Source: an optimization exercise on an open RTL-to-GDS flow (aim: small area, a short achievable clock period and few clock cycles). Production flows keep margins and buffers that such runs may drop. Where RTL was checked, it was by simulation tests only, not by an equivalence proof against the original. Power and IR drop assume default switching activity.

## Top_convolution
module Top_convolution(
	input clk,
	input rst,
	input start,
	input en,
	input [12:0] addr,
	output [20:0] out,
	output [20:0] max_pl,
	output reg done,
	output pat_en,
	output [9:0] pat_addr,
	input [7:0] pat_dout,
	output img_en,
	output [17:0] img_addr,
	input [7:0] img_dout,
	output reg pc_en,
	output reg pc_we,
	output [9:0] pc_addr,
	output [10:0] pc_din,
	input [10:0] pc_dout,
	output reg ic_en,
	output reg ic_we,
	output [17:0] ic_addr,
	output [10:0] ic_din,
	input [10:0] ic_dout,
	output pl_en,
	output pl_we,
	output [12:0] pl_addr,
	output [20:0] pl_din,
	input [20:0] pl_dout
    );
Size: ~720 flip-flops, about 240 I/O pins.
export LEC_CHECK = 0
export CAP_MARGIN = 20
export CORE_MARGIN = 2
export CORE_UTILIZATION = 60
export CTS_BUF_LIST = sky130_fd_sc_hd__clkbuf_8
export CTS_CLUSTER_SIZE = 30
export SLEW_MARGIN = 20
export SYNTH_HIERARCHICAL = 1
export SYNTH_MINIMUM_KEEP_SIZE = 0
create_clock -name core_clock -period 11.0 [get_ports {clk}]
standard.sh (not shown) runs the stock make flow with config.mk's settings and CLKGATE_MAP_FILE= SYNTH_SCRIPT=/design/flow/synth_recipe.tcl, a recipe that flattens the netlist after the stock synthesis.
==> flow/flow/run.sh <==
#!/bin/bash
# The standard layout (standard.sh), with the port buffers made from
# buf_2 cells, and clock tree synthesis without dummy loads.
export BUFFER_PORTS_ARGS="-buffer_cell sky130_fd_sc_hd__buf_2"
export CTS_ARGS="-sink_clustering_enable -repair_clock_nets -dont_use_dummy_load -sink_clustering_size 30 -buf_list sky130_fd_sc_hd__clkbuf_8"
bash standard.sh > standard.log 2>&1
Testbench counts at the start, summed over its fixed seeds: cycles 260,784.
Edit:
--- a/flow/design.v
+++ b/flow/design.v
@@ -537,51 +537,57 @@
 		end else begin
 			t1_v <= f_go;
 			t2_out <= t1_v && t1_out && (t1_ph || t1_row < 6'd8);
 			t2_pw <= t1_v && t1_out && t1_ph && !(t1_m == 3'd0 && t1_k == 3'd1);
 			t2_pwx <= t1_xr;
 			t2_icw <= t1_v && t1_out && t1_ph && t1_k == 3'd6;
 			c1_l <= (corr_issue && cj == 3'd0 && ci <= 3'd4) ? (5'd1 << ci) : 5'd0;
 			c2_l <= c1_l; c3_l <= c2_l; c3_r <= c2_l;
-			if (t2_out)
-				fprev <= fval;
-			fdat <= {fval, t2_pwx ? ic_dout[8:0] : fprev};
 			pl_res <= !t2_pw;
 			if (t2_out && !t2_ph) begin
 				pc_en <= 1; pc_we <= 1;
-				pc_a <= {t2_col[2:0], t2_row[2:0]};
 			end else begin
 				pc_en <= corr_issue; pc_we <= 0;
-				pc_a <= gpass ? {2'b0, (cj != 3'd0 || ci != 3'd0), 3'b0} : {cj, ci};
 			end
 			if (t2_icw) begin
 				ic_en <= 1; ic_we <= 1;
-				ic_a <= {t2_col, t2_m};
 			end else if (f_go && f_plw && fk == 3'd1) begin
 				ic_en <= 1; ic_we <= 0;
-				ic_a <= {fc - 6'd2, fm - 3'd1};
 			end else begin
 				ic_en <= 0; ic_we <= 0;
 			end
 			if (t2_pw) begin
 				pl_en_r <= 1; pl_we_r <= 1;
-				pl_a <= {1'b1, t2_col, t2_row - 6'd1};
 			end else if (c_rd) begin
 				pl_en_r <= 1; pl_we_r <= 0;
-				if (gpass)
-					pl_a <= {6'b100000, (cj != 3'd0 || ci != 3'd0), 6'b0};
-				else
-					pl_a <= {1'b1, c_col, c_row};
 			end else begin
 				pl_en_r <= pl_wr_now; pl_we_r <= pl_wr_now;
-				pl_a <= {7'b0, blk};
 			end
 		end
 	end
+	always @(posedge clk) begin
+		if (t2_out)
+			fprev <= fval;
+		fdat <= {fval, t2_pwx ? ic_dout[8:0] : fprev};
+		if (t2_out && !t2_ph)
+			pc_a <= {t2_col[2:0], t2_row[2:0]};
+		else
+			pc_a <= gpass ? {2'b0, (cj != 3'd0 || ci != 3'd0), 3'b0} : {cj, ci};
+		if (t2_icw)
+			ic_a <= {t2_col, t2_m};
+		else
+			ic_a <= {fc - 6'd2, fm - 3'd1};
+		if (t2_pw)
+			pl_a <= {1'b1, t2_col, t2_row - 6'd1};
+		else if (c_rd)
+			pl_a <= gpass ? {6'b100000, (cj != 3'd0 || ci != 3'd0), 6'b0} : {1'b1, c_col, c_row};
+		else
+			pl_a <= {7'b0, blk};
+	end
 	reg [17:0] pq;                   
 	reg [8:0] hb;                    
 	reg [8:0] curv, tailv;           
 	reg [8:0] pcr;
 	reg [8:0] pch1, pch2, pch3, pch4;
 	always @(posedge clk) begin
 		pq <= pl_dout[17:0];
 		hb <= pq[17:9];
@@ -630,9 +636,11 @@
 				blk <= blk + 6'd1;
 			blkdone <= r_blk && pcnt == 5'd24;
 			if (r_g)
 				abs_max <= sv[20] ? 21'd0 : sv;
 			else if (blkdone && cur_max > abs_max)
 				abs_max <= cur_max;
 		end
 	end
+	always @(posedge clk)
+		if (!rst && t2_pw && c_rd) $display("ERROR: PL port conflict at %0t", $time);
 endmodule
The new run passed the timing, DRC and antenna checks.
Fmax stays flat.
Utilization is lower by 0.27 points.
Worst setup slack is better by 6.1 ps.
Clock power is about the same.
Global-route usage climbs by 0.38 points.
Combinational power climbs by about 1%.
Critical path depth stays the same.
Final area fell by 0.76%.
Clock-buffer cell count shrinks by 1.
Non-clock buffer count is unchanged.
Flip-flop and latch count is unchanged.
Worst hold slack degrades by 22 ps.
For the second run of this note, only the layout was checked, not whether the RTL still works.

re-timing with driven ports:
In the flow no input, the clock included, has a driving cell. The finished layouts below were timed again as built, in two steps. Step 1: set_driving_cell puts a clkbuf_16 on clk and a buf_2 on each other input, an assumption about the parent block. Step 2 also shifts input and output timing later by t, the mid clock arrival at the registers, as if the neighbouring blocks saw the same clock. Slacks: ideal ports / drivers / drivers and shift; pairs: ideal ports / drivers.
| run | t (ns) | setup WS [ns] | clock arrival spread, ns |
|---|---|---|---|
| the first run | 0.748 | 6.093 / 6.065 / 6.065 | 0.093 / 0.093 |
| the second run | 0.742 | 6.099 / 6.075 / 6.075 | 0.129 / 0.129 |
After both steps setup and hold are still met in every run listed. The setup slack of the first run, which loses most, moves by -0.028 ns with the drivers and by -0.028 ns with both steps.
